Background: an optimization exercise with open tools, aiming at small area. Do not read the settings as production practice.
In this exercise RTL edits were held to simulation tests only and were not proved equivalent to the original.
No activity file was given, so power comes from the tool's default toggle rates.

## flow/design.v (module list and top-level ports; edited modules follow where they fit)
// module param_register: 32 lines
// module delay_unit: 30 lines
// module ring_shift_register: 59 lines
// module dual_port_RAM_unit: 69 lines
// module in_fft_FIFO_unit: 120 lines
// module in_fft_FIFO_wptr_full: 34 lines
// module in_fft_FIFO_rptr_empty: 37 lines
// module in_fft_FIFO_dual_port_RAM_MEM_unit: 69 lines
// module out_fft_FIFO_unit: 118 lines
// module out_fft_FIFO_wptr_full: 36 lines
// module out_fft_FIFO_rptr_empty: 35 lines
// module out_fft_FIFO_dual_port_RAM_MEM_unit: 69 lines
// module sin_table_unit: 53 lines
// module butterfly_address_gen_unit: 49 lines
// module w_address_gen_unit: 41 lines
// module complex_butterfly_pipe_3_clk_cycles: 210 lines
// module complex_butterfly_selection: 50 lines
// module control_unit_fft_iter_3_cyc_but: 116 lines
// module control_unit_fft_iter_selection: 45 lines
// module top_fft_iter: 390 lines
module top_fft_iter #(
	parameter DWL 					= 16,
	parameter W_DWL					= 16,
	parameter AWL 					= 5,
	parameter BIT_REVERS_WRITE 		= 1,
	parameter LayWL 				= 4,
	parameter INVERSE 				= 0,
	parameter BUT_CLK_CYCLE 		= 3,
	parameter synch_RESET			= 1
)(	
	input 	wire					CLK,
	input 	wire					RST,
	input 	wire					EN,
	input 	wire 		[DWL-1:0] 	i_DATA_R,
	input 	wire 		[DWL-1:0] 	i_DATA_I,
	input 	wire					i_WR_DATA,
	input	wire 					IN_FIFO_RST,		
	output 	wire					FULL,
	output 	wire 		[DWL-1:0] 	o_DATA_R,
	output 	wire 		[DWL-1:0] 	o_DATA_I,
	output 	wire					VALID
);
  // ...
==> flow/run.sh <==
#!/bin/bash
# synth_recipe.tcl (not shown) runs the flow's synth.tcl, then flattens the netlist and writes it again
# the make line also repeats each setting of config.mk as NAME=value (left out here)
make -C /OpenROAD-flow-scripts/flow DESIGN_CONFIG=/design/flow/config.mk WORK_HOME=/design/flow/orfs CLKGATE_MAP_FILE= SYNTH_SCRIPT=/design/flow/synth_recipe.tcl finish
==> flow/config.mk <==
export PLATFORM = sky130hd
export DESIGN_NAME = top_fft_iter
export DESIGN_NICKNAME = top_fft_iter
export VERILOG_FILES = /design/flow/design.v
export SDC_FILE = /design/flow/constraint.sdc
export NUM_CORES = 4
export LEC_CHECK = 0
export CAP_MARGIN = 20
export CORE_MARGIN = 2
export CORE_UTILIZATION = 40
export SLEW_MARGIN = 20
==> flow/constraint.sdc <==
create_clock -name core_clock -period 9.0 [get_ports {CLK}]
set_input_delay 1.8000 -clock core_clock [delete_from_list [all_inputs] [get_ports {CLK}]]
set_output_delay 1.8000 -clock core_clock [all_outputs]
set_load 0.01 [all_outputs]
==> run summary, run 1 <==
----------------------------------------------------
[Global route]
  Gr busiest metal ... met2
  Grt met1 use ... ~35%

[Setup path]
  Cell type group with the largest total delay on the critical path ... adder cells
  Type of the setup path with the least slack ... flop to flop
  Worst Path Buf+Inv ... 4
  Most common cell type on the critical path ... sky130_fd_sc_hd__fa_1
  Signal arrival time at the worst endpoint ... 8040 ps

[Place]
  PortBufs ... 70
  Placed cell areas ... roughly 220,000 µm²
  Detailed-placement wirelength estimate ... around 420 mm
  Placed Cells ... 21,359

[Clock network]
  Number of setup buffers added after CTS ... 0
  Cts bufs inserted ... 402

[Detailed routing]
  WL met2 ... 315 mm
  Met3 wire length ... around 70 mm
  Number of DRC violations after detailed-routing iteration 0 ... 16,650

[Logic synthesis]
  Fraction of synthesized cell area in xor and xnor cells ... less than 1%
  Synthesized-area fraction occupied by adder cells ... a little over an eighth
  Total number of yosys warnings ... 22
  Post-synthesis simple-gate area fraction ... ~6.9%
  Most used standard cell by instance count after synthesis ... sky130_fd_sc_hd__edfxtp_1
  Post-synth EDFFs ... roughly 3,200
  Dominant cells by area after synthesis ... sky130_fd_sc_hd__edfxtp_1 46%, sky130_fd_sc_hd__fa_1 10%, sky130_fd_sc_hd__mux4_2 10%
  Synthesized area per cell ... around 14 µm²

[Die]
  Std-Cell Core Area ... around 520,000 µm²
  Die height ... 727 µm

[STA]
  Worst-case setup margin in the final layout ... ~1800 ps
  Actual slew at the worst max-slew pin ... between 1000 and 1500 ps
  Post-route clock period utilization ... about four fifths
  Setup violation total in the final timing report ... 0

[Flow run]
  Number of violations of the max-capacitance limit ... 0

[Finish]
  Share of cells above drive strength 1 ... between 20% and 30%
  Storage element area ... 106,000 µm²
  Post-synthesis to final-layout area growth ... 10.7%
  Most frequent standard cell in the layout excluding fill and tap cells ... sky130_fd_sc_hd__edfxtp_1
  Final design instance area without fill ... around 230,000 µm²
  Multi-input logic cell count ... 8,989
  Sequential cells ... around 3,700
  Proportion of cell area occupied by multi-input gates ... 40.7%

[Outcome]
  Run status ... timing/DRC/antenna clean

----------------------------------------------------
==> module top_fft_iter, before the edit <==
module top_fft_iter #(
	parameter DWL 					= 16,
	parameter W_DWL					= 16,
	parameter AWL 					= 5,
	parameter BIT_REVERS_WRITE 		= 1,
	parameter LayWL 				= 4,
	parameter INVERSE 				= 0,
	parameter BUT_CLK_CYCLE 		= 3,
	parameter synch_RESET			= 1
)(	
	input 	wire					CLK,
	input 	wire					RST,
	input 	wire					EN,
	input 	wire 		[DWL-1:0] 	i_DATA_R,
	input 	wire 		[DWL-1:0] 	i_DATA_I,
	input 	wire					i_WR_DATA,
	input	wire 					IN_FIFO_RST,		
	output 	wire					FULL,
	output 	wire 		[DWL-1:0] 	o_DATA_R,
	output 	wire 		[DWL-1:0] 	o_DATA_I,
	output 	wire					VALID
);
	localparam BUT_NUM 	= 2^(AWL-1);
	localparam a_b_address_delay 	= (BUT_CLK_CYCLE == 33) || (BUT_CLK_CYCLE == 3) || (BUT_CLK_CYCLE == 2) ? 3	: 2;
	localparam w_value_delay 		= (BUT_CLK_CYCLE == 33) || (BUT_CLK_CYCLE == 3) || (BUT_CLK_CYCLE == 2) ? 2	: 1;
	localparam butterfly_constant_shift = (INVERSE == 0)? 1'b1 : 1'b0;
	wire 	[DWL-1:0] 		a_value_r_mux;
	wire 	[DWL-1:0] 		b_value_r_mux;
	wire 	[DWL-1:0] 		a_value_i_mux;
	wire 	[DWL-1:0] 		b_value_i_mux;
	wire  	[DWL-1:0] 		reg_a_value_r;
	wire  	[DWL-1:0] 		reg_b_value_r;
	wire  	[DWL-1:0] 		reg_a_value_i;
	wire  	[DWL-1:0] 		reg_b_value_i;
	wire 	[DWL-1:0] 		x_value_r;
	wire 	[DWL-1:0] 		y_value_r;
	wire 	[DWL-1:0] 		x_value_i;
	wire 	[DWL-1:0] 		y_value_i;
	wire 	[AWL-1:0] 		a_addr_mux;
	wire 	[AWL-1:0] 		b_addr_mux;
	wire  	[AWL-1:0] 		wr_a_addr;
	wire  	[AWL-1:0] 		wr_b_addr;
	wire 	[AWL-1:0] 		r_a_addr;
	wire 	[AWL-1:0] 		r_b_addr;
	wire 	[DWL-1:0] 		RAM_a_value_r;
	wire 	[DWL-1:0] 		RAM_b_value_r;
	wire 	[DWL-1:0] 		RAM_a_value_i;
	wire 	[DWL-1:0] 		RAM_b_value_i;
	wire 	[DWL-1:0] 		in_FIFO_a_value_r;
	wire 	[DWL-1:0] 		in_FIFO_b_value_r;
	wire 	[DWL-1:0] 		in_FIFO_a_value_i;
	wire 	[DWL-1:0] 		in_FIFO_b_value_i;
	wire 					tmp_in_fifo_empty;
	wire 					tmp_in_fifo_full;
	wire					tmp_in_fifo_rst;
	wire					in_fifo_r_en;
	wire 					tmp_out_fifo_empty;
	wire 					tmp_out_fifo_full;
	wire 					tmp_out_fifo_block;
	wire					out_fifo_wr_en;
	wire 	[AWL-1:0] 		w_addr;
	wire 	[W_DWL-1:0] 	cos_value;
	wire 	[W_DWL-1:0] 	sin_value;
	wire 	[W_DWL-1:0] 	w_value_i;
	wire 	[W_DWL-1:0] 	w_value_r;
	wire 	[W_DWL-1:0] 	reg_w_value_i;
	wire 	[W_DWL-1:0] 	reg_w_value_r;
	wire					tmp_full;
	wire 					tmp_valid;
	wire 					first_lay;
	wire					first_reg;
	wire					first_reg_en;
	wire 					tmp_block_reg;
	wire 					tmp_block_rst;
	wire 					last_lay;
	wire					tmp_start;
	wire 					busy;
	wire 					addr_en;
	wire 					addr_rst;
	wire 					lay_en;
	wire 					wr;
	wire 					ram_en;
	wire 					ram_en_r;
	wire 					ram_en_wr;
	wire 					but_strob;
	wire 					strb_out;
	assign a_value_r_mux		= (first_lay )	? in_FIFO_a_value_r	: RAM_a_value_r;
	assign a_value_i_mux		= (first_lay )	? in_FIFO_a_value_i	: RAM_a_value_i;
	assign b_value_r_mux		= (first_lay )	? in_FIFO_b_value_r	: RAM_b_value_r;
	assign b_value_i_mux		= (first_lay )	? in_FIFO_b_value_i	: RAM_b_value_i;
	assign a_addr_mux			= (wr		)	? wr_a_addr			: r_a_addr;
	assign b_addr_mux			= (wr		)	? wr_b_addr			: r_b_addr;
	assign w_value_i 			= (INVERSE	)	? sin_value			: -sin_value;
	assign w_value_r 			= 				cos_value;
	assign ram_en 				= (last_lay )	? ram_en_r			: ram_en_r | ram_en_wr;
	assign in_fifo_r_en			= (first_lay	)	? ram_en_r			:	0;
	assign out_fifo_wr_en		= (last_lay	)	? ram_en_wr			:	0;
	assign tmp_start			= tmp_in_fifo_full & (~busy);
	assign tmp_in_fifo_rst		= RST || (IN_FIFO_RST && !tmp_block_reg);
	assign tmp_block_rst		= RST | (tmp_in_fifo_empty & addr_en);
	assign first_reg_en			= ((BUT_CLK_CYCLE == 4) || (BUT_CLK_CYCLE == 5) || (BUT_CLK_CYCLE == 6)) ? ram_en_r : but_strob;
	assign first_lay				= first_reg || tmp_block_reg;
	assign tmp_full				= first_lay || tmp_in_fifo_full;
	assign FULL					= tmp_full;
	assign VALID				= tmp_out_fifo_block & tmp_valid;
	in_fft_FIFO_unit #(
		.DWL			(DWL						),
		.AWL			(AWL						),
		.BIT_REVERS_WRITE(BIT_REVERS_WRITE			))
	in_fifo(
		.CLK			(CLK						),
		.RST			(tmp_in_fifo_rst			),
		.BLOCK			(tmp_full					),
		.R_INC			(in_fifo_r_en				),
		.WR_INC			(i_WR_DATA					),
		.R_DATA_1_R		(in_FIFO_a_value_r			),
		.R_DATA_1_I		(in_FIFO_a_value_i			),
		.R_DATA_2_R		(in_FIFO_b_value_r			),
		.R_DATA_2_I		(in_FIFO_b_value_i			),
		.WR_DATA_R		(i_DATA_R					),
		.WR_DATA_I		(i_DATA_I					),
		.R_EMPTY		(tmp_in_fifo_empty			),
		.WR_FULL		(tmp_in_fifo_full			)
	);
	param_register #(
		.BITNESS		(1							),
		.synch_RESET	(synch_RESET				))
	block_reg(
		.CLK			(CLK						),
		.EN				(tmp_start					),
		.RST			(tmp_block_rst				),
		.i_DATA			(1'b1						),
		.o_DATA			(tmp_block_reg				)
	);
	param_register #(
		.BITNESS		(1							),
		.synch_RESET	(synch_RESET				))
	firstss_reg(
		.CLK			(CLK						),
		.EN				(first_reg_en				),
		.RST			(RST						),
		.i_DATA			(tmp_block_reg				),
		.o_DATA			(first_reg					)
	);
	butterfly_address_gen_unit #(
		.AWL			(AWL						),
		.synch_RESET	(synch_RESET				))
	butterfly_address_gen(
		.CLK			(CLK						),
		.RST			(addr_rst					),
		.EN				(addr_en					),
		.LAY_EN			(lay_en						),
		.A_ADDR			(r_a_addr					),
		.B_ADDR			(r_b_addr					)
	);
	delay_unit #(
		.BITNESS		(AWL						),
		.delay			(a_b_address_delay			),
		.synch_RESET	(synch_RESET				))
	delay_address_A(
		.CLK			(CLK						),
		.EN				(but_strob					),
		.RST			(RST						),
		.i_DATA			(r_a_addr					),
		.o_DATA			(wr_a_addr					)
	);
	delay_unit #(
		.BITNESS		(AWL						),
		.delay			(a_b_address_delay			),
		.synch_RESET	(synch_RESET				))
	delay_address_B(
		.CLK			(CLK						),
		.EN				(but_strob					),
		.RST			(RST						),
		.i_DATA			(r_b_addr					),
		.o_DATA			(wr_b_addr					)
	);
	w_address_gen_unit #(
		.AWL 			(AWL						),
		.synch_RESET	(synch_RESET				))
	w_address_gen(
		.CLK			(CLK						),
		.RST			(addr_rst					),
		.EN				(addr_en					),
		.LAY_EN			(lay_en						),
		.W_ADDR			(w_addr						)
	);
	sin_table_unit #(
		.DWL			(DWL						),
		.AWL			(AWL-1						),
		.table_division	(2							)) 
	sin_table (
		.i_ADDR			(w_addr[AWL-2:0]			),
		.o_DATA			(sin_value					)
	);
	sin_table_unit #(
		.DWL			(DWL						),
		.AWL			(AWL-1						),
		.COS			(1							),
		.table_division	(2							)) 
	cos_table (
		.i_ADDR			(w_addr[AWL-2:0]			),
		.o_DATA			(cos_value					)
	);
	delay_unit #(
		.BITNESS		(W_DWL						),
		.delay			(w_value_delay				),
		.synch_RESET	(synch_RESET				))
	delay_value_w_r(
		.CLK			(CLK						),
		.EN				(but_strob					),
		.RST			(RST						),
		.i_DATA			(w_value_r					),
		.o_DATA			(reg_w_value_r				)
	);
	delay_unit #(
		.BITNESS		(W_DWL						),
		.delay			(w_value_delay				),
		.synch_RESET	(synch_RESET				))
	delay_value_w_i(
		.CLK			(CLK						),
		.EN				(but_strob					),
		.RST			(RST						),
		.i_DATA			(w_value_i					),
		.o_DATA			(reg_w_value_i				)
	);
	param_register #(
		.BITNESS		(DWL						),
		.synch_RESET	(synch_RESET				))
	a_r_reg(
		.CLK			(CLK						),
		.EN				(but_strob					),
		.RST			(RST						),
		.i_DATA			(a_value_r_mux				),
		.o_DATA			(reg_a_value_r				)
	);
	param_register #(
		.BITNESS		(DWL						),
		.synch_RESET	(synch_RESET				))
	a_i_reg(
		.CLK			(CLK						),
		.EN				(but_strob					),
		.RST			(RST						),
		.i_DATA			(a_value_i_mux				),
		.o_DATA			(reg_a_value_i				)
	);
	param_register #(
		.BITNESS		(DWL						),
		.synch_RESET	(synch_RESET				))
	b_r_reg(
		.CLK			(CLK						),
		.EN				(but_strob					),
		.RST			(RST						),
		.i_DATA			(b_value_r_mux				),
		.o_DATA			(reg_b_value_r				)
	);
	param_register #(
		.BITNESS		(DWL						),
		.synch_RESET	(synch_RESET				))
	b_i_reg(
		.CLK			(CLK						),
		.EN				(but_strob					),
		.RST			(RST						),
		.i_DATA			(b_value_i_mux				),
		.o_DATA			(reg_b_value_i				)
	);
	complex_butterfly_selection #(
		.IWL1			(DWL						),
		.IWL2			(W_DWL						),
		.OWL			(DWL						),
		.CONSTANT_SHIFT	(butterfly_constant_shift	),
		.synch_RESET	(synch_RESET				),
		.BUT_CLK_CYCLE	(BUT_CLK_CYCLE				)) 
	butterfly(
		.clk 			(CLK 						),	        
		.rst         	(RST         				),
		.strb_in 		(but_strob 					),	  
		.din1_re 		(reg_b_value_r				),	
		.din1_im     	(reg_b_value_i	   			),
		.din2_re     	(reg_w_value_r				),  
		.din2_im     	(reg_w_value_i				),
		.din3_re		(reg_a_value_r				),  
		.din3_im		(reg_a_value_i				),
		.dout1_re     	(x_value_r					),
		.dout1_im     	(x_value_i		   			),
		.dout2_re     	(y_value_r		 			),
		.dout2_im     	(y_value_i		   			),
		.strb_out    	(strb_out    				)
	);
	(* DONT_TOUCH = "yes" *) dual_port_RAM_unit #(
		.DWL			(DWL						),
		.AWL			(AWL						),
		.RAM_PERFORMANCE("NO"						)) 
	workt_ram_unit_r (
		.CLK_A			(CLK						),
		.WrE_A			(wr							),
		.EN_A			(ram_en						),
		.RST_A			(RST						),
		.i_DATA_A		(x_value_r					),
		.i_ADDR_A		(a_addr_mux					),
		.o_DATA_A		(RAM_a_value_r				),
		.CLK_B			(CLK						),
		.WrE_B			(wr							),
		.EN_B			(ram_en						),
		.RST_B			(RST						),
		.i_DATA_B		(y_value_r					),
		.i_ADDR_B		(b_addr_mux					),
		.o_DATA_B		(RAM_b_value_r				)
	);
	(* DONT_TOUCH = "yes" *) dual_port_RAM_unit #(
		.DWL			(DWL						),
		.AWL			(AWL						),
		.RAM_PERFORMANCE("NO"						)) 
	workt_ram_unit_i (
		.CLK_A			(CLK						),
		.WrE_A			(wr							),
		.EN_A			(ram_en						),
		.RST_A			(RST						),
		.i_DATA_A		(x_value_i					),
		.i_ADDR_A		(a_addr_mux					),
		.o_DATA_A		(RAM_a_value_i				),
		.CLK_B			(CLK						),
		.WrE_B			(wr							),
		.EN_B			(ram_en						),
		.RST_B			(RST						),
		.i_DATA_B		(y_value_i					),
		.i_ADDR_B		(b_addr_mux					),
		.o_DATA_B		(RAM_b_value_i				)
	);
	out_fft_FIFO_unit #(
		.DWL			(DWL						),
		.AWL			(AWL						),
		.BIT_REVERS_RIDE(0							))
	out_fifo(
		.CLK			(CLK						),
		.RST			(RST						),
		.BLOCK			(tmp_out_fifo_block			),
		.R_INC			(tmp_out_fifo_block			),
		.WR_INC			(out_fifo_wr_en				),
		.R_DATA_R		(o_DATA_R					),
		.R_DATA_I		(o_DATA_I					),
		.WR_DATA_1_R	(x_value_r					),
		.WR_DATA_1_I	(x_value_i					),
		.WR_DATA_2_R	(y_value_r					),
		.WR_DATA_2_I	(y_value_i					),
		.R_EMPTY		(tmp_out_fifo_empty			),
		.WR_FULL		(tmp_out_fifo_full			)
	);
	param_register #(
		.BITNESS		(1							),
		.synch_RESET	(synch_RESET				))
	out_fifo_block_reg(
		.CLK			(CLK						),
		.EN				(tmp_out_fifo_full			),
		.RST			(tmp_out_fifo_empty			),
		.i_DATA			(1'b1						),
		.o_DATA			(tmp_out_fifo_block			)
	);
	param_register #(
		.BITNESS		(1							),
		.synch_RESET	(synch_RESET				))
	valid_reg(
		.CLK			(CLK						),
		.EN				(EN							),
		.RST			(RST						),
		.i_DATA			(tmp_out_fifo_block			),
		.o_DATA			(tmp_valid					)
	);
	control_unit_fft_iter_selection #(
		.LAYERS 		(AWL						),
		.BUTTERFLYES	(BUT_NUM					),
		.LayWL 			(LayWL						),
		.ButtWL 		(AWL-1						),
		.BUT_CLK_CYCLE	(BUT_CLK_CYCLE				))	
	control_unit_selection(
		.CLK			(CLK						),
		.RST			(RST						),
		.EN				(EN							),
		.START			(first_lay					),
		.BUSY			(busy						),
		.BUT_STROB		(but_strob					),
		.LAY_EN			(lay_en						),
		.ADDR_EN		(addr_en					),
		.ADDR_RST		(addr_rst					),
		.RAM_EN_R		(ram_en_r					),
		.RAM_EN_WR		(ram_en_wr					),
		.Wr				(wr							),
		.LAST_LAY		(last_lay					)
	);
endmodule
==> inputs of run 2 (changes only) <==
==> flow/design.v (replaced) <==
module top_fft_iter (
	input  wire        CLK,
	input  wire        RST,
	input  wire        EN,
	input  wire [15:0] i_DATA_R,
	input  wire [15:0] i_DATA_I,
	input  wire        i_WR_DATA,
	input  wire        IN_FIFO_RST,
	output wire        FULL,
	output wire [15:0] o_DATA_R,
	output wire [15:0] o_DATA_I,
	output wire        VALID
);
	localparam S_WAIT = 2'd0, S_RD = 2'd1, S_DLY = 2'd3, S_WR = 2'd2;
	reg  [1:0] state;
	reg  [6:0] counter;
	reg        last_lay;
	wire       busy     = (state != S_WAIT);
	wire       st_rd    = (state == S_RD);
	wire       st_dly   = (state == S_DLY);
	wire       st_wr    = (state == S_WR);
	wire       first_lay;
	always @(posedge CLK) begin
		if (RST)
			state <= S_WAIT;
		else if (EN) begin
			case (state)
				S_WAIT: if (first_lay) state <= S_RD;
				S_RD:   state <= S_DLY;
				S_DLY:  state <= S_WR;
				default: state <= (counter == 7'd82) ? S_WAIT : S_RD;
			endcase
		end
	end
	always @(posedge CLK) begin
		if (!busy)
			counter <= 7'd0;
		else if (st_rd)
			counter <= counter + 7'd1;
	end
	always @(posedge CLK) begin
		if (!busy)
			last_lay <= 1'b0;
		else if (counter == 7'd67)
			last_lay <= 1'b1;
	end
	reg  [5:0] iw, ir;
	reg        ifull, iempty;
	reg        block_reg, first_reg;
	assign first_lay = first_reg | block_reg;
	wire   tmp_full  = first_lay | ifull;
	wire   in_rst    = RST | (IN_FIFO_RST & ~block_reg);
	wire   in_we     = i_WR_DATA & ~tmp_full;
	wire [5:0] iw_next = in_we ? iw + 6'd1 : iw;
	wire   ir_inc    = first_lay & st_rd & ~iempty;
	wire [5:0] ir_next = ir_inc ? ir + 6'd2 : ir;
	always @(posedge CLK) begin
		if (in_rst) begin
			iw     <= 6'd0;
			ir     <= 6'd0;
			ifull  <= 1'b0;
			iempty <= 1'b1;
		end else begin
			iw     <= iw_next;
			ir     <= ir_next;
			ifull  <= (iw_next[5] != ir[5]) && (iw_next[4:0] == ir[4:0]);
			iempty <= (ir_next == iw_next);
		end
	end
	always @(posedge CLK) begin
		if (RST | (iempty & st_wr))
			block_reg <= 1'b0;
		else if (ifull & ~busy)
			block_reg <= 1'b1;
	end
	always @(posedge CLK) begin
		if (RST)
			first_reg <= 1'b0;
		else if (st_rd)
			first_reg <= block_reg;
	end
	assign FULL = tmp_full;
	reg  [4:0] ow;
	reg  [5:0] orp;
	reg        ofull, oempty, oblock, valid_reg;
	wire       ow_inc   = last_lay & st_wr & ~ofull & ~oblock;
	wire [4:0] ow_next  = ow + {4'd0, ow_inc};
	wire [5:0] ow_ptr   = {ow_next[4], 1'b0, ow_next[3:0]};
	wire       o_rd     = oblock & ~oempty;
	wire [5:0] or_next  = orp + {5'd0, o_rd};
	always @(posedge CLK) begin
		if (RST) begin
			ow     <= 5'd0;
			orp    <= 6'd0;
			ofull  <= 1'b0;
			oempty <= 1'b1;
		end else begin
			ow     <= ow_next;
			orp    <= or_next;
			ofull  <= (ow_ptr[5] != orp[5]) && (ow_ptr[4:0] == orp[4:0]);
			oempty <= (or_next == ow_ptr);
		end
	end
	always @(posedge CLK) begin
		if (oempty)
			oblock <= 1'b0;
		else if (ofull)
			oblock <= 1'b1;
	end
	always @(posedge CLK) begin
		if (RST)
			valid_reg <= 1'b0;
		else if (EN)
			valid_reg <= oblock;
	end
	assign VALID = oblock & valid_reg;
	function [4:0] addr_a(input [6:0] s);
		begin
			case (s[6:4])
				3'd1:    addr_a = {s[3:1], 1'b0, s[0]};
				3'd2:    addr_a = {s[3:2], 1'b0, s[1:0]};
				3'd3:    addr_a = {s[3], 1'b0, s[2:0]};
				3'd4:    addr_a = {1'b0, s[3:0]};
				default: addr_a = {s[3:0], 1'b0};
			endcase
		end
	endfunction
	function [4:0] addr_b(input [6:0] s);
		begin
			case (s[6:4])
				3'd1:    addr_b = {s[3:1], 1'b1, s[0]};
				3'd2:    addr_b = {s[3:2], 1'b1, s[1:0]};
				3'd3:    addr_b = {s[3], 1'b1, s[2:0]};
				3'd4:    addr_b = {1'b1, s[3:0]};
				default: addr_b = {s[3:0], 1'b1};
			endcase
		end
	endfunction
	function [3:0] tw_idx(input [6:0] s);
		begin
			case (s[6:4])
				3'd1:    tw_idx = {s[0], 3'd0};
				3'd2:    tw_idx = {s[1:0], 2'd0};
				3'd3:    tw_idx = {s[2:0], 1'b0};
				3'd4:    tw_idx = s[3:0];
				default: tw_idx = 4'd0;
			endcase
		end
	endfunction
	function [15:0] cos_tab(input [3:0] i);
		begin
			case (i)
				4'd0:  cos_tab = 16'h7fff;
				4'd1:  cos_tab = 16'h7d8a;
				4'd2:  cos_tab = 16'h7641;
				4'd3:  cos_tab = 16'h6a6d;
				4'd4:  cos_tab = 16'h5a82;
				4'd5:  cos_tab = 16'h471c;
				4'd6:  cos_tab = 16'h30fb;
				4'd7:  cos_tab = 16'h18f8;
				4'd8:  cos_tab = 16'h0000;
				4'd9:  cos_tab = 16'he707;
				4'd10: cos_tab = 16'hcf04;
				4'd11: cos_tab = 16'hb8e3;
				4'd12: cos_tab = 16'ha57d;
				4'd13: cos_tab = 16'h9592;
				4'd14: cos_tab = 16'h89be;
				default: cos_tab = 16'h8275;
			endcase
		end
	endfunction
	function [15:0] nsin_tab(input [3:0] i);
		begin
			case (i)
				4'd0:  nsin_tab = 16'h0000;
				4'd1:  nsin_tab = 16'he708;
				4'd2:  nsin_tab = 16'hcf05;
				4'd3:  nsin_tab = 16'hb8e4;
				4'd4:  nsin_tab = 16'ha57e;
				4'd5:  nsin_tab = 16'h9593;
				4'd6:  nsin_tab = 16'h89bf;
				4'd7:  nsin_tab = 16'h8276;
				4'd8:  nsin_tab = 16'h8001;
				4'd9:  nsin_tab = 16'h8276;
				4'd10: nsin_tab = 16'h89bf;
				4'd11: nsin_tab = 16'h9593;
				4'd12: nsin_tab = 16'ha57e;
				4'd13: nsin_tab = 16'hb8e4;
				4'd14: nsin_tab = 16'hcf05;
				default: nsin_tab = 16'he708;
			endcase
		end
	endfunction
	function [15:0] sat_half(input [17:0] t);
		begin
			if (t[17] == t[16])
				sat_half = t[16:1];
			else
				sat_half = {t[17], {15{t[16]}}};
		end
	endfunction
	reg  [6:0]  h1, h2, h3;
	reg         selq;         
	reg         f0;           
	reg  [3:0]  irq;          
	reg  [31:0] ha, hb;       
	reg  [31:0] rb, ra;       
	reg  [16:0] rre, rim;     
	reg  [31:0] xr, yr;       
	wire        if_rd_now = st_rd & first_lay & ~iempty;
	always @(posedge CLK) begin
		if (RST) begin
			h1 <= 7'd127;
			h2 <= 7'd127;
			h3 <= 7'd127;
		end else if (st_rd) begin
			h1 <= counter;
			h2 <= h1;
			h3 <= h2;
		end
	end
	always @(posedge CLK) begin
		f0 <= if_rd_now;
		if (st_rd) begin
			selq <= block_reg | (counter == 7'd81);
			irq  <= ir[4:1];
		end
	end
	wire [4:0]  if_addr = f0 ? {irq, 1'b1} : ir[4:0];
	wire [4:0]  wr_addr = st_dly ? addr_b(h1) : addr_a(h1);
	wire [31:0] if_rd, wr_rd;
	wire [31:0] hb_d = f0 ? if_rd : hb;
	always @(posedge CLK) begin
		if (if_rd_now) ha <= if_rd;
		if (f0)        hb <= if_rd;
		if (st_dly)    rb <= selq ? hb_d : wr_rd;
		if (st_wr)     ra <= selq ? ha : wr_rd;
	end
	wire [3:0]  ti   = tw_idx(h1);
	wire [15:0] wre  = cos_tab(ti);
	wire [15:0] wim  = nsin_tab(ti);
	wire [15:0] m1w  = st_wr ? wre : wim;
	wire [15:0] m2w  = st_wr ? wim : wre;
	wire signed [15:0] b_re = rb[31:16];
	wire signed [15:0] b_im = rb[15:0];
	wire signed [15:0] w1   = m1w;
	wire signed [15:0] w2   = m2w;
	wire signed [31:0] p1 = b_re * w1;
	wire signed [31:0] p2 = b_im * w2;
	wire [16:0] q1 = p1[31:15];
	wire [16:0] q2 = p2[31:15];
	wire [16:0] pr = st_wr ? (q1 - q2) : (q1 + q2);
	always @(posedge CLK) begin
		if (st_wr) rre <= pr;
		if (st_rd) rim <= pr;
	end
	wire        ysel  = st_dly;
	wire [17:0] op_re = ysel ? ~{rre[16], rre} : {rre[16], rre};
	wire [17:0] op_im = ysel ? ~{rim[16], rim} : {rim[16], rim};
	wire [17:0] k12   = {16'd0, ysel, ~ysel};
	wire [17:0] s_re  = {{2{ra[31]}}, ra[31:16]} + op_re + k12;
	wire [17:0] s_im  = {{2{ra[15]}}, ra[15:0]}  + op_im + k12;
	wire [31:0] bf_o  = {sat_half(s_re), sat_half(s_im)};
	always @(posedge CLK) begin
		if (st_dly) yr <= bf_o;
		if (st_wr)  xr <= bf_o;
	end
	wire        h3_wr  = (h3 < 7'd64) | (h3 == 7'd81);
	wire        h3_out = (h3[6:4] == 3'd4);
	wire        wr_we  = h3_wr & ((st_dly & ~RST) | st_wr);
	wire [4:0]  wr_wa  = st_dly ? addr_b(h3) : addr_a(h3);
	wire [31:0] bf_wd  = st_dly ? yr : xr;
	wire [4:0]  in_wa = {iw[0], iw[1], iw[2], iw[3], iw[4]};
	reg  [31:0] ifm [0:31];
	reg  [31:0] wrm [0:31];
	always @(posedge CLK) if (in_we) ifm[in_wa] <= {i_DATA_R, i_DATA_I};
	always @(posedge CLK) if (wr_we) wrm[wr_wa] <= bf_wd;
	assign if_rd = ifm[if_addr];
	assign wr_rd = wrm[wr_addr];
	reg  [31:0] sx [0:15];
	reg  [31:0] sy [0:15];
	reg  [31:0] odata;
	wire        push_x = h3_out & st_wr;
	wire        push_y = h3_out & st_dly & ~RST;
	integer k;
	always @(posedge CLK) begin
		if (push_x | o_rd) begin
			odata <= sx[15];
			for (k = 15; k > 0; k = k - 1)
				sx[k] <= sx[k-1];
			sx[0] <= o_rd ? sy[15] : bf_wd;
		end
		if (push_y | o_rd) begin
			for (k = 15; k > 0; k = k - 1)
				sy[k] <= sy[k-1];
			sy[0] <= bf_wd;
		end
	end
	assign o_DATA_R = odata[31:16];
	assign o_DATA_I = odata[15:0];
endmodule
==> run 2 against run 1 <==
Compared with the run above: the layout now fails its checks (setup timing); via count shrank 45%; register-to-register slack lost 2900 ps; final cell count shrank 36%; routed wire length shrank 50%; flip-flop and latch count shrank 300; clock power shrank 16%; clock skew shrank 16 ps.
==> run summary, run 2 <==
----------------------------------------------------
[Power and ir drop]
  Power share of the sequential group ... about 55%
  PnR Total Power ... 0.0315 W
  Leak Pwr ... just under 60 nW
  Clock share of power ... between 40 and 50%
  Largest vdd supply drop ... about 180 µV
  Comb power frac ... less than 1%
  Pwr per Cell Area ... ~190 nW/µm²
  Switch share ... roughly 20%
  Switching power ... 0.00619 W
  Internal power contribution ... roughly 0.025 W

[Logic synthesis]
  Syn_nets ... between 9,000 and 10,000
  Synthesized area per cell ... 17.7 µm² (+29%)
  Number of library cell types mapped by synthesis ... 82
  Flip-flop and latch count after synthesis ... approximately 3,400
  Share of flip-flops with an asynchronous set or reset after synthesis ... 0%
  Top cell type's share of synthesized area ... 68.1%
  Total number of yosys warnings ... 3 (-86%)
  Dominant cells by area after synthesis ... sky130_fd_sc_hd__edfxtp_1 68%, sky130_fd_sc_hd__mux4_2 7.9%, sky130_fd_sc_hd__fa_1 7.2%
  Synthesized cell area ... approximately 150,000 µm²
  Part of the Yosys area used for sequential elements ... between 60% and 70%
  Most used standard cell by instance count after synthesis ... sky130_fd_sc_hd__edfxtp_1
  Post-synth EDFFs ... 3,303 (+2.2%)
  Main synth FF type ... sky130_fd_sc_hd__edfxtp_1
  Post-synthesis cell count ... 8,235
  Yosys top cell by area ... sky130_fd_sc_hd__edfxtp_1
  Commonest cells post-synth ... 3,303 x sky130_fd_sc_hd__edfxtp_1, 680 x sky130_fd_sc_hd__inv_1, 618 x sky130_fd_sc_hd__nand2_1

[Detailed routing]
  Final ANT Viol Nets ... 0
  Detailed-route wire length per cell ... around 24 µm
  Routed wire length ... 342 mm
  DRT Pass-1 Iters ... 5
  Via-to-Cell Ratio ... roughly 5.3
  Number of DRC violations after detailed-routing iteration 0 ... 7,364 (-56%)
  Vias post-DR ... between 70,000 and 80,000
  DRC Markers ... 0

[Global route]
  Wire length of the first global-routing pass ... slightly above 500 mm
  Residual overflow from global routing ... 0
  Number of global-route vias before repair ... roughly 77,000
  Global-route usage over all layers ... 18.3%
  Pin count of the biggest net entering global routing ... 127
  Initial antenna violation count ... 26

[STA]
  Fin Clk Skew ... ~100 ps
  Actual slew at the worst max-slew pin ... 1100 ps (-181 ps)
  Setup violation total in the final timing report ... 22 (+22)
  Tightest slew margin relative to the limit ... roughly 26%
  F_max ... approximately 100 MHz
  Worst-case setup margin in the final layout ... -1070 ps (-2870 ps)
  Post-route clock period utilization ... 112% (+32 points)
  Post-layout minimum cycle time ... approximately 10,000 ps
  Hold violation total from the final report ... 0
  Unrepaired setup endpoints after global routing ... yes
  Final-report max-slew violation count ... 0

[Clock network]
  Total number of H-tree levels ... 5
  Maximum buffer depth of the clock tree ... 4
  Clock root buffer ... sky130_fd_sc_hd__clkbuf_16
  Clock sink count ... 3,397
  CTS tree ... built
  Clock slew at the register clock pins of the worst setup and hold paths ... ~70 ps
  Latest clock arrival within the worst-skew pair ... ~960 ps
  Cts bufs inserted ... 345 (-14%)

[Setup path]
  Startpoint of the worst-slack reg-to-reg timing path ... h1[4]
  Startpoint of the most critical setup path ... h1[4]
  Kind of start point of the critical path ... flop
  Type of the setup path with the least slack ... flop to flop
  Most common cell type on the critical path ... sky130_fd_sc_hd__fa_1
  Largest fanout on the critical path ... 9
  Endpoint type of the worst setup path ... flop
  Largest incremental delay on the critical path ... between 500 and 600 ps
  Signal arrival time at the worst endpoint ... 10,700 ps (+2660 ps)
  CP Data Required Time ... 9630 ps
  Cell with the biggest individual delay on the critical path ... sky130_fd_sc_hd__or4bb_4

[Finish]
  Most frequent standard cell in the layout excluding fill and tap cells ... sky130_fd_sc_hd__edfxtp_1
  Commonest non-fill, non-tap cells in the layout ... 3,303 x sky130_fd_sc_hd__edfxtp_1, 653 x sky130_fd_sc_hd__inv_1, 615 x sky130_fd_sc_hd__buf_4, 591 x sky130_fd_sc_hd__nand2_1
  Final net count ... about 9,800
  Non-filler cells in the finished layout ... approximately 14,000
  Share of cells above drive strength 1 ... 23.3% (+0.34 points)
  Largest registers ... ifm x1024, wrm x1024
  Filler instances ... a little over 30,000
  Post-synthesis to final-layout area growth ... 16.8%

[Place]
  Placed Cells ... 13,378 (-37%)
  PortBufs ... 70 (unchanged)
  Worst slack at placement ... -1750 ps
  GP Congestion ... 0.857
  Detailed-placement wirelength estimate ... 203 mm (-51%)

[Die]
  Width of the chip ... 607 µm
  Number of rows created at floorplan ... roughly 220
  I/O pin count ... 71
  Die height ... 607 µm (-16%)
  DIE AREA ... around 370,000 µm²
  Std-Cell Core Area ... 362,000 µm² (-30%)
  Effective utilization at floorplan ... between 40% and 50%

[Worst hold path]
  Worst min path class ... flop to flop
  HP Start ... sx[13][3]

[Flow run]
  Number of violations of the max-capacitance limit ... 0 (unchanged)

[Outcome]
  Blocking Checks ... setup timing
  Run status ... failed layout checks

----------------------------------------------------
-- run 2: changes by cell type after synthesis, sizes merged, moves of 223 or more --
cell    previous run  this run
a221oi           228         5
a22o             252         1
a22oi            402         5
and2             513       281
clkbuf           980       266
dfxtp            465        94
fa              1051       525
ha               490       265
inv             1266       682
mux2            1282       100
mux4             928       512
nand2           1561       618
nor2             544       224
-- run 2: cell type report --
| type | count | area, µm² | area share (%) |
|---|---|---|---|
| diodes | 10 | 25.0 | 0.0147 |
| clock buffers | 425 | 8990 | 5.29 |
| clock inverters | 203 | 2240 | 1.31 |
| inverters | 682 | 2570 | 1.51 |
| multi-input cells | 3809 | 42700 | 25.1 |
| flip-flops and latches | 3397 | 101000 | 59.4 |
| well taps | 4794 | 6000 | 3.53 |
| repair buffers | 761 | 6500 | 3.82 |
-- run 2: kinds of logic after synthesis --
| logic type | synth area share, % |
|---|---|
| AND/OR/NAND/NOR | 4.56 |
| flip-flops | 69.4 |
| XOR/XNOR | 1.00 |
| AO/OA/AOI/OAI | 3.58 |
| multiplexers | 9.28 |
| buffers and inverters | 2.68 |
| adder cells (fa/ha/maj) | 9.49 |
-- run 2: metal layers --
metal / global-route usage (%) / vias to the layer above / wire (µm)
met5: 0 / - / 13
met4: 4.81 / 2 / 8500
met3: 2.38 / 486 / 19600
met2: 29.8 / 2162 / 164000
met1: 26.0 / 39250 / 150000
li1: - / 32335 / -
-- run 2: timing repair --
action / in CTS / in global routing
gates cloned: 4 / 1
pin swaps: 75 / 119
setup endpoints to repair: 31 / 28
setup buffers: 41 / 31
gates resized for setup: 198 / 191
hold buffers: 0 / 0
-- run 2: worst max-delay path, delay by kind of cell, from the launching register on --
| kind | cells | cell delay (ps) |
|---|---|---|
| AOI/OAI and AO/OA | 9 | 1480 |
| xor gates and xnor gates | 6 | 920 |
| adders and majority gates | 8 | 3700 |
| buffers and inverters | 12 | 1320 |
| DFF | 1 | 370 |
| muxes | 1 | 90 |
| and+or+nand+nor | 10 | 1840 |
-- run 2: final timing paths --
| check | endpoint | slack, ps | cells after the start |
|---|---|---|---|
| setup / recovery | rre[16] | -1070 | 46 |
| hold / removal | sx[14][3] | 390 | 0 |
| setup reg to reg | rre[16] | -1070 | 46 |
| hold reg to reg | sx[14][3] | 390 | 0 |
-- run 2: power groups by stage --
stage / Sequential [W] / Clock, W / Combinational [W]
global route: 0.0172 / 0.0150 / 0.000206
global placement: 0.0175 / 0 / 0.000183
finish: 0.0172 / 0.0141 / 0.000191
detailed placement: 0.0175 / 0 / 0.000192
CTS: 0.0172 / 0.0145 / 0.000193
floorplan: 0.0175 / 0 / 0.0000660
-- run 2: metrics by stage --
| step | hold WS [ps] | setup TNS (ps) | instance area [µm²] | util [%] |
|---|---|---|---|---|
| after global placement | 398 | -31380 | 157000 | 43.2 |
| after detailed placement | 398 | -31050 | 157000 | 43.3 |
| after global routing | 397 | -22400 | 170000 | 47.0 |
| final | 393 | -13510 | 170000 | 47.0 |
| after floorplan | 383 | -3776370 | 146000 | - |
| after CTS | 394 | -13900 | 169000 | 46.7 |
==> inputs of run 3 (changes only) <==
--- a/flow/config.mk
+++ b/flow/config.mk
@@ -7,2 +7,3 @@
 export LEC_CHECK = 0
+export ABC_AREA = 1
 export CAP_MARGIN = 20
==> run 3 against run 2 <==
Compared with the run above: still fails the layout checks on setup timing; critical path depth up 12; routed wire length is 14% higher; maximum frequency grew 8.8%; critical endpoint unchanged.
==> run summary, run 3 <==
----------------------------------------------------
[Outcome]
  Run status ... failed layout checks
  Blocking Checks ... setup timing

[Setup path]
  Kind of start point of the critical path ... flop
  Cell with the biggest individual delay on the critical path ... sky130_fd_sc_hd__fa_1
  Number of cell instances on the worst register-to-register path ... 58 (+26%)
  Signal arrival time at the worst endpoint ... 9980 ps (-720 ps)
  Cell type group with the largest total delay on the critical path ... adder cells
  Largest fanout on the critical path ... 7 (-2)
  Worst Path Buf+Inv ... 17 (+5)
  Type of the setup path with the least slack ... flop to flop
  Setup slack of the most critical reg-to-reg path ... -250 ps (+820 ps)
  Largest incremental delay on the critical path ... 540 ps (-30 ps)
  Startpoint of the worst-slack reg-to-reg timing path ... h1[4]
  Endpoint type of the worst setup path ... flop
  CP Data Required Time ... 9730 ps (+100 ps)
  FF-to-FF End ... rre[16]

[Logic synthesis]
  Dominant cells by area after synthesis ... sky130_fd_sc_hd__edfxtp_1 67%, sky130_fd_sc_hd__fa_1 7.1%, sky130_fd_sc_hd__nand2_1 5.1%
  Top cell type's share of synthesized area ... 66.8% (-1.4 points)
  Share of flip-flops with an asynchronous set or reset after synthesis ... 0% (unchanged)
  Fraction of synthesized cell area in xor and xnor cells ... 0.806% (-0.20 points)
  Total number of yosys warnings ... 3 (unchanged)
  Most used standard cell by instance count after synthesis ... sky130_fd_sc_hd__edfxtp_1
  Post-synthesis cell count ... 11,073 (+34%)
  Largest family of logic cells by synthesized area ... adder cells
  Number of library cell types mapped by synthesis ... 61 (-26%)
  Flip-flop and latch count after synthesis ... 3,397 (unchanged)
  Post-synthesis simple-gate area fraction ... 8.84% (+4.3 points)
  Yosys top cell by area ... sky130_fd_sc_hd__edfxtp_1
  Post-synthesis compound-gate area fraction ... 7.58% (+4.0 points)
  Main synth FF type ... sky130_fd_sc_hd__edfxtp_1
  Syn_nets ... 11,900 (+31%)
  Synthesized area per cell ... 13.4 µm² (-24%)
  Commonest cells post-synth ... 3,303 x sky130_fd_sc_hd__edfxtp_1, 2,007 x sky130_fd_sc_hd__nand2_1, 927 x sky130_fd_sc_hd__inv_1
  Post-synth EDFFs ... 3,303 (unchanged)
  Multiplexer share of the synthesized area ... 1.56% (-7.7 points)
  Synthesized cell area ... 149,000 µm² (+2.0%)
  Synthesized-area fraction occupied by adder cells ... 9.31% (-0.19 points)
  Part of the Yosys area used for sequential elements ... 68.0% (-1.4 points)

[Finish]
  Most frequent standard cell in the layout excluding fill and tap cells ... sky130_fd_sc_hd__edfxtp_1
  Filler instances ... 32,100 (+5.1%)
  Share of cells above drive strength 1 ... 16.5% (-6.7 points)
  Non-filler cells in the finished layout ... 17,023 (+21%)
  Post-synthesis to final-layout area growth ... 17.5%
  Final core utilization ... 47.2% (+0.26 points)
  Largest registers ... ifm x1024, wrm x1024
  Final net count ... 12,616 (+28%)
  Commonest non-fill, non-tap cells in the layout ... 3,303 x sky130_fd_sc_hd__edfxtp_1, 1,914 x sky130_fd_sc_hd__nand2_1, 861 x sky130_fd_sc_hd__inv_1, 760 x sky130_fd_sc_hd__nor2_1, 750 x sky130_fd_sc_hd__buf_4

[Power and ir drop]
  Leak Pwr ... 63.0 nW (+6.8%)
  PnR Total Power ... 0.0314 W (-0.21%)
  Largest vdd supply drop ... 171 µV (-6.6%)
  Pwr per Cell Area ... 180 nW/µm² (-2.7%)

[STA]
  Post-route clock period utilization ... 103% (-9.1 points)
  Setup violation total in the final timing report ... 11 (-50%)
  Unrepaired setup endpoints after global routing ... yes
  Setup TNS ... -1390 ps (+12,130 ps)
  Worst-case setup margin in the final layout ... -253 ps (+816 ps)
  Tightest slew margin relative to the limit ... 21.8% (-4.1 points)
  Hold violation total from the final report ... 0 (unchanged)
  Post-layout minimum cycle time ... 9250 ps (-816 ps)
  Fin Clk Skew ... 124 ps (+19.5 ps)
  Final-report max-slew violation count ... 0 (unchanged)
  Actual slew at the worst max-slew pin ... 1170 ps (+68.9 ps)
  F_max ... 108 MHz (+8.8%)

[Die]
  Width of the chip ... 613 µm (+1.0%)
  DIE AREA ... 376,000 µm² (+2.0%)
  Die height ... 613 µm (+1.0%)
  Std-Cell Core Area ... 369,000 µm² (+2.0%)
  I/O pin count ... 71 (unchanged)
  Effective utilization at floorplan ... 40.2% (about the same)
  Number of rows created at floorplan ... 223 (+0.90%)

[Detailed routing]
  Routed wire length ... 391 mm (+14%)
  DRT Pass-1 Iters ... 6 (+1)
  Number of DRC violations after detailed-routing iteration 0 ... 9,677 (+31%)
  Detailed-route wire length per cell ... 23.0 µm (-5.3%)
  Vias post-DR ... 90,703 (+22%)
  DRC Markers ... 0 (unchanged)
  Via-to-Cell Ratio ... 5.33 (+1.1%)
  Final ANT Viol Nets ... 0 (unchanged)

[Global route]
  Wire length of the first global-routing pass ... 579 mm (+15%)
  Global-route usage over all layers ... 20.5% (+2.2 points)
  Initial antenna violation count ... 23 (-12%)
  Number of global-route vias before repair ... 90,480 (+18%)
  Residual overflow from global routing ... 0 (unchanged)
  Pin count of the biggest net entering global routing ... 197 (+55%)

[Place]
  Detailed-placement wirelength estimate ... 229 mm (+13%)
  GP Congestion ... 0.893 (+4.2%)
  Placed Cells ... 16,224 (+21%)
  Worst slack at placement ... -691 ps (+1060 ps)
  PortBufs ... 70 (unchanged)

[Clock network]
  Latest clock arrival within the worst-skew pair ... 980 ps (+20 ps)
  Total number of H-tree levels ... 5 (unchanged)
  Maximum buffer depth of the clock tree ... 4 (unchanged)
  Clock slew at the register clock pins of the worst setup and hold paths ... 60 ps (about the same)
  Clock root buffer ... sky130_fd_sc_hd__clkbuf_16
  Clock sink count ... 3,397 (unchanged)
  CTS hold repair buffers ... 0 (unchanged)
  CTS tree ... built
  Cts bufs inserted ... 352 (+2.0%)

[Worst hold path]
  Endpoint with the worst hold slack ... sy[3][25]
  Number of stages on the worst hold path ... 0 (unchanged)
  Worst min path class ... flop to flop
  HP Start ... sy[2][25]

[Flow run]
  Number of violations of the max-capacitance limit ... 0 (unchanged)

----------------------------------------------------
==> run 3: worst max path at each step <==
stage           from        to  slack, ps  cells after the start
2_1_floorplan    RST  sy[0][0]      -1640                      2
3_3_place_gp   h1[4]   rre[15]       -650                     54
3_5_place_dp   h1[4]   rim[14]       -690                     52
4_1_cts        h1[5]   rim[15]       -150                     50
5_1_grt        h1[4]   rre[16]       -700                     57
6_report       h1[4]   rre[16]       -250                     58
==> run 3: timing repair <==
action,CTS,global route
setup buffers,121,53
setup endpoints to repair,23,58
pin swaps,123,141
gates resized for setup,337,239
cloned,1,1
==> run 3: per-stage QoR <==
stage	hold WS [ps]	cell area [µm²]
floorplan	393	149000
global placement	399	160000
detailed placement	405	160000
CTS	405	173000
global route	411	174000
finish	411	174000
==> run 3: final cells by class <==
class / count / area, µm² / area share (%)
Sequential cell: 3397 / 101000 / 57.9
Multi-Input combinational cell: 6172 / 44500 / 25.5
Clock buffer: 442 / 9290 / 5.33
Timing Repair Buffer: 921 / 7920 / 4.54
Tap cell: 4950 / 6190 / 3.55
Inverter: 945 / 3610 / 2.07
Clock inverter: 192 / 1840 / 1.05
Antenna cell: 4 / 10.0 / 0.00574
==> run 3: cells by family (layout without fill, tap and decap cells) <==
family | after synthesis | in the layout
AND/OR/NAND/NOR | 3308 | 3308
buffers and inverters | 1504 | 2500
adder cells (fa/ha/maj) | 790 | 790
flip-flops | 3397 | 3397
AO/OA/AOI/OAI | 1723 | 1723
XOR/XNOR | 135 | 135
other | 0 | 4
multiplexers | 216 | 216
==> run 3: per-layer routing <==
layer | vias to the layer above | track usage [%] | part of all wire [%] | wire length, µm
li1 | 40834 | - | - | -
met1 | 45634 | 28.1 | 42 | 165000
met2 | 3414 | 32.9 | 47 | 183000
met3 | 801 | 2.86 | 6.8 | 26400
met4 | 20 | 8.26 | 4.2 | 16600
met5 | - | 0 | 0.031 | 122
==> run 3: report_power, final <==
group / internal (W) / leakage, nW / switching, W
registers: 0.0172 / 30.5 / 0.00000481
logic: 0.0000529 / 27.1 / 0.000148
clock network: 0.00802 / 5.41 / 0.00603
==> inputs of run 4 (changes only) <==
--- a/flow/design.v
+++ b/flow/design.v
@@ -193,2 +193,24 @@
 	endfunction
+	function [31:0] bmul(input [15:0] x, input [15:0] y);
+		integer i;
+		reg b0, b1, b2, ng, one, two;
+		reg [17:0] xs, pp;
+		reg [31:0] acc;
+		begin
+			xs  = {{2{x[15]}}, x};
+			acc = 32'h55560000;    
+			for (i = 0; i < 8; i = i + 1) begin
+				b2  = y[2*i+1];
+				b1  = y[2*i];
+				b0  = (i == 0) ? 1'b0 : y[2*i-1];
+				ng  = b2 & ~(b1 & b0);
+				one = b1 ^ b0;
+				two = (b2 & ~b1 & ~b0) | (~b2 & b1 & b0);
+				pp  = ({18{one}} & xs) | ({18{two}} & {xs[16:0], 1'b0});
+				pp  = pp ^ {18{ng}};
+				acc = acc + ({{14{1'b0}}, ~pp[17], pp[16:0]} << (2*i)) + ({31'd0, ng} << (2*i));
+			end
+			bmul = acc;
+		end
+	endfunction
 	function [15:0] sat_half(input [17:0] t);
@@ -241,10 +263,14 @@
 	wire [15:0] wim  = nsin_tab(ti);
-	wire [15:0] m1w  = st_wr ? wre : wim;
-	wire [15:0] m2w  = st_wr ? wim : wre;
-	wire signed [15:0] b_re = rb[31:16];
-	wire signed [15:0] b_im = rb[15:0];
-	wire signed [15:0] w1   = m1w;
-	wire signed [15:0] w2   = m2w;
-	wire signed [31:0] p1 = b_re * w1;
-	wire signed [31:0] p2 = b_im * w2;
+	reg  [15:0] m1w, m2w;     
+	always @(posedge CLK) begin
+		if (st_dly) begin
+			m1w <= wre;
+			m2w <= wim;
+		end else if (st_wr) begin
+			m1w <= wim;
+			m2w <= wre;
+		end
+	end
+	wire [31:0] p1 = bmul(rb[31:16], m1w);
+	wire [31:0] p2 = bmul(rb[15:0], m2w);
 	wire [16:0] q1 = p1[31:15];
@@ -277,18 +303,29 @@
 	always @(posedge CLK) if (wr_we) wrm[wr_wa] <= bf_wd;
-	assign if_rd = ifm[if_addr];
-	assign wr_rd = wrm[wr_addr];
+	wire [31:0] if_sel = 32'd1 << if_addr;
+	wire [31:0] wr_sel = 32'd1 << wr_addr;
+	reg  [31:0] if_rd_r, wr_rd_r;
+	integer n;
+	always @(*) begin
+		if_rd_r = 32'd0;
+		wr_rd_r = 32'd0;
+		for (n = 0; n < 32; n = n + 1) begin
+			if_rd_r = if_rd_r | ({32{if_sel[n]}} & ifm[n]);
+			wr_rd_r = wr_rd_r | ({32{wr_sel[n]}} & wrm[n]);
+		end
+	end
+	assign if_rd = if_rd_r;
+	assign wr_rd = wr_rd_r;
 	reg  [31:0] sx [0:15];
 	reg  [31:0] sy [0:15];
-	reg  [31:0] odata;
 	wire        push_x = h3_out & st_wr;
 	wire        push_y = h3_out & st_dly & ~RST;
+	wire        pop    = o_rd & (orp[4:0] != 5'd0);
 	integer k;
 	always @(posedge CLK) begin
-		if (push_x | o_rd) begin
-			odata <= sx[15];
+		if (push_x | pop) begin
 			for (k = 15; k > 0; k = k - 1)
 				sx[k] <= sx[k-1];
-			sx[0] <= o_rd ? sy[15] : bf_wd;
+			sx[0] <= pop ? sy[15] : bf_wd;
 		end
-		if (push_y | o_rd) begin
+		if (push_y | pop) begin
 			for (k = 15; k > 0; k = k - 1)
@@ -298,4 +335,4 @@
 	end
-	assign o_DATA_R = odata[31:16];
-	assign o_DATA_I = odata[15:0];
+	assign o_DATA_R = sx[15][31:16];
+	assign o_DATA_I = sx[15][15:0];
 endmodule
--- a/flow/config.mk
+++ b/flow/config.mk
@@ -7,3 +7,2 @@
 export LEC_CHECK = 0
-export ABC_AREA = 1
 export CAP_MARGIN = 20
@@ -11,2 +10,3 @@
 export CORE_UTILIZATION = 40
+export CTS_BUF_LIST = sky130_fd_sc_hd__clkbuf_8
 export SLEW_MARGIN = 20
==> run 4 against run 3 <==
Compared with the run above: the run now finishes clean; maximum frequency up 9.2%; core utilization down 1.8 points; setup slack better by 780 ps; largest cell class unchanged; design area down 13%.
==> run summary, run 4 <==
----------------------------------------------------
[Finish]
  Share of cells above drive strength 1 ... 14.0% (-2.5 points)
  Post-synthesis to final-layout area growth ... 13.3%
  Commonest non-fill, non-tap cells in the layout ... 3,303 x sky130_fd_sc_hd__edfxtp_1, 621 x sky130_fd_sc_hd__a22oi_1, 573 x sky130_fd_sc_hd__clkbuf_8, 450 x sky130_fd_sc_hd__inv_1, 361 x sky130_fd_sc_hd__nand2_1
  Area of the multi-input gates ... 31,800 µm² (-29%)
  Most frequent standard cell in the layout excluding fill and tap cells ... sky130_fd_sc_hd__edfxtp_1
  Filler instances ... 28,882 (-10%)
  Largest registers ... ifm x1024, wrm x1024
  Non-filler cells in the finished layout ... 13,373 (-21%)
  Final core utilization ... 45.4% (-1.8 points)
  Storage element area ... 101,000 µm² (about the same)
  Final net count ... 9,031 (-28%)

[Logic synthesis]
  Yosys top cell by area ... sky130_fd_sc_hd__edfxtp_1
  Syn_nets ... 8,512 (-28%)
  Post-synthesis compound-gate area fraction ... 9.90% (+2.3 points)
  Multiplexer share of the synthesized area ... 1.28% (-0.28 points)
  Post-synth EDFFs ... 3,303 (unchanged)
  Main synth FF type ... sky130_fd_sc_hd__edfxtp_1
  Synthesized area per cell ... 16.8 µm² (+25%)
  Number of library cell types mapped by synthesis ... 87 (+43%)
  Fraction of synthesized cell area in xor and xnor cells ... 2.51% (+1.7 points)
  Part of the Yosys area used for sequential elements ... 75.1% (+7.0 points)
  Synthesized cell area ... 135,000 µm² (-9.4%)
  Post-synthesis cell count ... 8,023 (-28%)
  Total number of yosys warnings ... 3 (unchanged)
  Largest family of logic cells by synthesized area ... compound AO/OA/AOI/OAI gates
  Share of flip-flops with an asynchronous set or reset after synthesis ... 0% (unchanged)
  Top cell type's share of synthesized area ... 73.7% (+6.9 points)
  Flip-flop and latch count after synthesis ... 3,397 (unchanged)
  Dominant cells by area after synthesis ... sky130_fd_sc_hd__edfxtp_1 74%, sky130_fd_sc_hd__a22oi_1 3.5%, sky130_fd_sc_hd__fa_1 2.7%
  Most used standard cell by instance count after synthesis ... sky130_fd_sc_hd__edfxtp_1
  Post-synthesis simple-gate area fraction ... 4.08% (-4.8 points)
  Commonest cells post-synth ... 3,303 x sky130_fd_sc_hd__edfxtp_1, 621 x sky130_fd_sc_hd__a22oi_1, 367 x sky130_fd_sc_hd__nand2_1
  Synthesized-area fraction occupied by adder cells ... 5.22% (-4.1 points)

[Setup path]
  Cell type group with the largest total delay on the critical path ... adder cells
  Kind of start point of the critical path ... flop
  Endpoint type of the worst setup path ... flop
  Signal arrival time at the worst endpoint ... 9290 ps (-690 ps)
  Most common cell type on the critical path ... sky130_fd_sc_hd__xnor2_1
  Largest fanout on the critical path ... 14 (+7)
  Cell with the biggest individual delay on the critical path ... sky130_fd_sc_hd__fa_1
  CP Data Required Time ... 9820 ps (+90 ps)
  Type of the setup path with the least slack ... flop to flop
  Largest incremental delay on the critical path ... 550 ps (about the same)
  Worst Path Buf+Inv ... 4 (-13)

[Clock network]
  Clock slew at the register clock pins of the worst setup and hold paths ... 60 ps (about the same)
  Clock root buffer ... sky130_fd_sc_hd__clkbuf_8
  Maximum buffer depth of the clock tree ... 4 (unchanged)
  Latest clock arrival within the worst-skew pair ... 1150 ps (+170 ps)
  Gates resized, CTS repair ... 0 (-100%)
  Total number of H-tree levels ... 6 (+1)
  Clock sink count ... 3,397 (unchanged)
  CTS tree ... built
  CTS hold repair buffers ... 0 (unchanged)
  Number of setup buffers added after CTS ... 0 (-100%)
  Cts bufs inserted ... 554 (+57%)

[Power and ir drop]
  Clock share of power ... 41.3% (-3.4 points)
  Switch share ... 21.3% (+1.6 points)
  Comb power frac ... 0.6% (about the same)
  Power share of the sequential group ... 58.1% (+3.4 points)
  Switching power ... 0.00629 W (+1.8%)
  Largest vdd supply drop ... 148 µV (-13%)
  Leak Pwr ... 51.0 nW (-19%)
  Pwr per Cell Area ... 194 nW/µm² (+7.7%)
  PnR Total Power ... 0.0296 W (-5.9%)
  Internal power contribution ... 0.0233 W (-7.8%)

[Global route]
  Number of global-route vias before repair ... 76,792 (-15%)
  Global-route usage over all layers ... 22.3% (+1.9 points)
  Wire length of the first global-routing pass ... 551 mm (-4.9%)
  Pin count of the biggest net entering global routing ... 180 (-8.6%)
  Initial antenna violation count ... 31 (+35%)
  Residual overflow from global routing ... 0 (unchanged)

[STA]
  Hold violation total from the final report ... 0 (unchanged)
  Post-layout minimum cycle time ... 8470 ps (-779 ps)
  Fin Clk Skew ... 89.4 ps (-34.7 ps)
  Tightest slew margin relative to the limit ... 20.0% (-1.8 points)
  Actual slew at the worst max-slew pin ... 1190 ps (+23.0 ps)
  F_max ... 118 MHz (+9.2%)
  Post-route clock period utilization ... 94.2% (-8.7 points)
  Setup violation total in the final timing report ... 0 (-11)
  Unrepaired setup endpoints after global routing ... no
  Final-report max-slew violation count ... 0 (unchanged)

[Die]
  Number of rows created at floorplan ... 213 (-4.5%)
  DIE AREA ... 341,000 µm² (-9.3%)
  I/O pin count ... 71 (unchanged)
  Die height ... 584 µm (-4.8%)
  Std-Cell Core Area ... 336,000 µm² (-9.1%)
  Width of the chip ... 584 µm (-4.8%)
  Effective utilization at floorplan ... 40.1% (-0.12 points)

[Detailed routing]
  Final ANT Viol Nets ... 0 (unchanged)
  Routed wire length ... 390 mm (-0.27%)
  Detailed-route wire length per cell ... 29.2 µm (+27%)
  Via-to-Cell Ratio ... 5.86 (+10%)
  DRC Markers ... 0 (unchanged)
  Number of DRC violations after detailed-routing iteration 0 ... 10,842 (+12%)
  DRT Pass-1 Iters ... 7 (+1)
  Vias post-DR ... 78,351 (-14%)

[Place]
  Placed Cells ... 12,392 (-24%)
  GP Congestion ... 0.855 (-4.2%)
  PortBufs ... 70 (unchanged)
  Detailed-placement wirelength estimate ... 222 mm (-3.5%)

[Flow run]
  Number of violations of the max-capacitance limit ... 0 (unchanged)

[Worst hold path]
  Worst min path class ... flop to flop

[Outcome]
  Run status ... timing/DRC/antenna clean

----------------------------------------------------
-- run 4: cell types whose count changed after synthesis, sizes merged, moves of 115 or more --
cell	delta
o21ai	-200
xnor2	+136
nor2	-583
inv	-679
a21oi	-242
nand2	-1650
xor2	+115
a31oi	-252
a22o	+224
fa	-342
a22oi	+616
o21bai	-126
nand3	-188
-- run 4: cell type report --
cell class	instances	area share, %
inverters	258	0.647
flip-flops and latches	3397	66.3
clock inverters	391	1.33
repair buffers	390	2.07
multi-input cells	3941	20.9
well taps	4407	3.61
diodes	16	0.0262
clock buffers	573	5.17
-- run 4: per-layer routing --
layer / GRT usage (%) / vias to the layer above / wire [µm]
li1: - / 32767 / -
met3: 4.72 / 883 / 42800
met4: 8.24 / 6 / 15400
met1: 30.9 / 39942 / 155000
met5: 0 / - / 37
met2: 34.8 / 4753 / 177000
-- run 4: worst reg2reg max path: cells and delay by family (launching register included) --
family,cells,cell delay [ps]
flip-flops,1,480
buffers and inverters,4,520
AO/OA/AOI/OAI,10,1940
AND/OR/NAND/NOR,6,1360
adder cells (fa/ha/maj),7,2910
XOR/XNOR,6,1010
-- run 4: logic make-up (layout without fill, tap and decap cells) --
group / after synthesis / after routing
xor+xnor: 386 / 386
mux: 161 / 161
fa+ha+maj: 452 / 452
flops: 3397 / 3397
buf+inv: 685 / 1612
simple gates: 1170 / 1170
other cells: 0 / 16
compound gates: 1772 / 1772
-- run 4: metrics by stage --
step,setup WS [ps],setup TNS (ps),instance area (µm²),hold slack (ps)
floorplan,-6060,-3268700,135000,393
global placement,411,0,143000,400
detailed placement,344,0,143000,405
CTS,306,0,152000,386
global route,21.8,0,153000,385
finish,526,0,153000,385
-- run 4: path summary, 6_finish.rpt --
check	startpoint	end	slack (ps)	depth (start not counted)
setup / recovery	m2w[3]	rre[16]	530	33
hold / removal	sy[12][28]	sy[13][28]	390	0
setup reg to reg	m2w[3]	rre[16]	530	33
hold reg to reg	sy[12][28]	sy[13][28]	390	0
-- run 4: power groups by stage --
stage	clock, W	combinational [W]	sequential [W]
CTS	0.0125	0.000169	0.0172
detailed placement	0	0.000168	0.0175
finish	0.0122	0.000169	0.0172
floorplan	0	0.0000424	0.0175
global placement	0	0.000162	0.0175
global route	0.0131	0.000180	0.0172
==> inputs of run 5 (changes only) <==
--- a/flow/config.mk
+++ b/flow/config.mk
@@ -10,3 +10,3 @@
 export CORE_UTILIZATION = 40
-export CTS_BUF_LIST = sky130_fd_sc_hd__clkbuf_8
+export CTS_BUF_LIST = sky130_fd_sc_hd__clkbuf_4
 export SLEW_MARGIN = 20
==> run 5 against run 4 <==
Compared with the run above: flip-flop and latch count stayed put; largest power group unchanged; sequential power hardly changed; critical endpoint unchanged; synthesized cell count stayed put; highest routed layer unchanged; setup slack worse by 15 ps.
==> run summary, run 5 <==
----------------------------------------------------
[Outcome]
  Run status ... timing/DRC/antenna clean

[Clock network]
  CTS tree ... built
  Total number of H-tree levels ... 6 (unchanged)
  Clock sink count ... 3,397 (unchanged)
  Latest clock arrival within the worst-skew pair ... 1600 ps (+450 ps)

[Logic synthesis]
  Total number of yosys warnings ... 3 (unchanged)
  Synthesized area per cell ... 16.8 µm² (unchanged)
  Syn_nets ... 8,512 (unchanged)
  Top cell type's share of synthesized area ... 73.7% (unchanged)
  Post-synthesis simple-gate area fraction ... 4.08% (unchanged)

[Finish]
  Filler instances ... 29,107 (+0.78%)
  Final net count ... 9,303 (+3.0%)
  Final core utilization ... 45.5% (+0.095 points)

[Power and ir drop]
  Internal power contribution ... 0.0236 W (+1.1%)
  Comb power frac ... 0.6% (about the same)
  Clock share of power ... 41.6% (+0.3 points)
  Switch share ... 20.7% (-0.53 points)

[Place]
  PortBufs ... 70 (unchanged)
  Detailed-placement wirelength estimate ... 222 mm (unchanged)

[Global route]
  Residual overflow from global routing ... 0 (unchanged)

[Die]
  DIE AREA ... 341,000 µm² (unchanged)
  Die height ... 584 µm (unchanged)
  Effective utilization at floorplan ... 40.1% (unchanged)

[Worst hold path]
  Endpoint with the worst hold slack ... sx[10][20]
  HP Start ... sx[9][20]
  Worst min path class ... flop to flop

[STA]
  Final-report max-slew violation count ... 0 (unchanged)
  Actual slew at the worst max-slew pin ... 1190 ps (-2.07 ps)

[Setup path]
  Endpoint type of the worst setup path ... flop
  Largest incremental delay on the critical path ... 550 ps (about the same)
  Setup slack of the most critical reg-to-reg path ... 510 ps (-20 ps)
  Type of the setup path with the least slack ... flop to flop

[Detailed routing]
  Number of DRC violations after detailed-routing iteration 0 ... 10,716 (-1.2%)
  Final ANT Viol Nets ... 0 (unchanged)

----------------------------------------------------
==> run 5: changes by cell type in the layout (fill, tap and decap cells not counted), moves of 6 or more <==
| cell | change |
|---|---|
| sky130_fd_sc_hd__clkinv_4 | +14 |
| sky130_fd_sc_hd__inv_8 | -9 |
| sky130_fd_sc_hd__clkinv_2 | -20 |
| sky130_fd_sc_hd__clkinv_1 | +48 |
| sky130_fd_sc_hd__bufinv_16 | +6 |
| sky130_fd_sc_hd__clkbuf_8 | -573 |
| sky130_fd_sc_hd__inv_1 | -201 |
| sky130_fd_sc_hd__clkbuf_4 | +1192 |
| sky130_fd_sc_hd__clkinv_8 | -14 |
==> run 5: area by class of cell <==
class | count | area, µm² | share of cell area, %
antenna | 20 | 50.0 | 0.0327
tap | 4407 | 5510 | 3.61
sequential | 3397 | 101000 | 66.1
timing repair buffer | 390 | 3150 | 2.06
inverter | 258 | 987 | 0.646
multi-input combinational | 3941 | 31900 | 20.8
clock inverter | 213 | 1260 | 0.828
clock buffer | 1192 | 8950 | 5.85
==> run 5: power by group through the flow <==
| stage | clock network, W | logic, W | registers, W |
|---|---|---|---|
| after detailed placement | 0 | 0.000168 | 0.0175 |
| after CTS | 0.0127 | 0.000169 | 0.0172 |
| after global placement | 0 | 0.000162 | 0.0175 |
| after global routing | 0.0134 | 0.000180 | 0.0172 |
| after floorplan | 0 | 0.0000424 | 0.0175 |
| final | 0.0124 | 0.000169 | 0.0172 |
==> run 5: worst max path at each step <==
stage,startpoint,endpoint,slack (ps),depth (start not counted)
floorplan,RST,sy[0][0],-6060,2
global placement,m2w[7],rim[16],410,36
detailed placement,m1w[7],rim[15],340,31
CTS,m1w[7],rre[15],270,31
global route,m2w[5],rre[16],9,36
finish,m2w[3],rre[16],510,31
==> run 5: cell families (layout without fill, tap and decap cells) <==
kind of cell / after synthesis / count (layout)
flip-flops: 3397 / 3397
AO/OA/AOI/OAI: 1772 / 1772
AND/OR/NAND/NOR: 1170 / 1170
buffers and inverters: 685 / 2053
adder cells (fa/ha/maj): 452 / 452
XOR/XNOR: 386 / 386
multiplexers: 161 / 161
other: 0 / 20
==> run 5: per-stage QoR <==
stage	cells	cell area (µm²)
5_1_grt	13802	153000
3_3_place_gp	12391	143000
3_5_place_dp	12392	143000
2_1_floorplan	8023	135000
6_report	13818	153000
4_1_cts	13797	153000
==> run 5: layer usage <==
metal | GRT usage [%] | up-vias | wire length, µm | part of all wire (%)
li1 | - | 33799 | - | -
met1 | 30.5 | 40615 | 154000 | 39
met2 | 34.9 | 4859 | 178000 | 46
met3 | 5.25 | 848 | 43800 | 11
met4 | 8.58 | 10 | 15000 | 3.9
met5 | 0 | - | 53 | 0.014

[afterwards: timing with drivers on the ports]
The flow's constraints put no driver on any port. The routed layouts listed below were extracted and timed again, unchanged, in two steps.
Step 1 assumes that a clkbuf_16 drives the clock port and a buf_2 every other input.
Step 2 moves the port delays by t, midway between the first and last clock arrival at a register: inputs arrive t later, outputs are due t later. That takes back most of the time a late clock gives input paths.
a / b / c = ideal ports / drivers / drivers and shift; a / b = the first two.
| run | t, ns | setup slack, ns | worst setup path at the end | latest minus earliest clock arrival (ns) | worst slew at a driven data input, ns |
|---|---|---|---|---|---|
| run 1 | 1.104 | 1.805 / 1.805 / 1.805 | register to register | 0.131 / 0.130 | 0.17 |
| run 2 | 1.007 | -1.069 / -1.069 / -1.069 | register to register | 0.105 / 0.104 | 0.20 |
| run 3 | 1.028 | -0.253 / -0.253 / -0.253 | register to register | 0.124 / 0.125 | 0.21 |
| run 4 | 1.221 | 0.526 / 0.526 / 0.526 | register to register | 0.094 / 0.094 | 0.14 |
| run 5 | 1.593 | 0.511 / 0.511 / 0.511 | register to register | 0.220 / 0.219 | 0.16 |
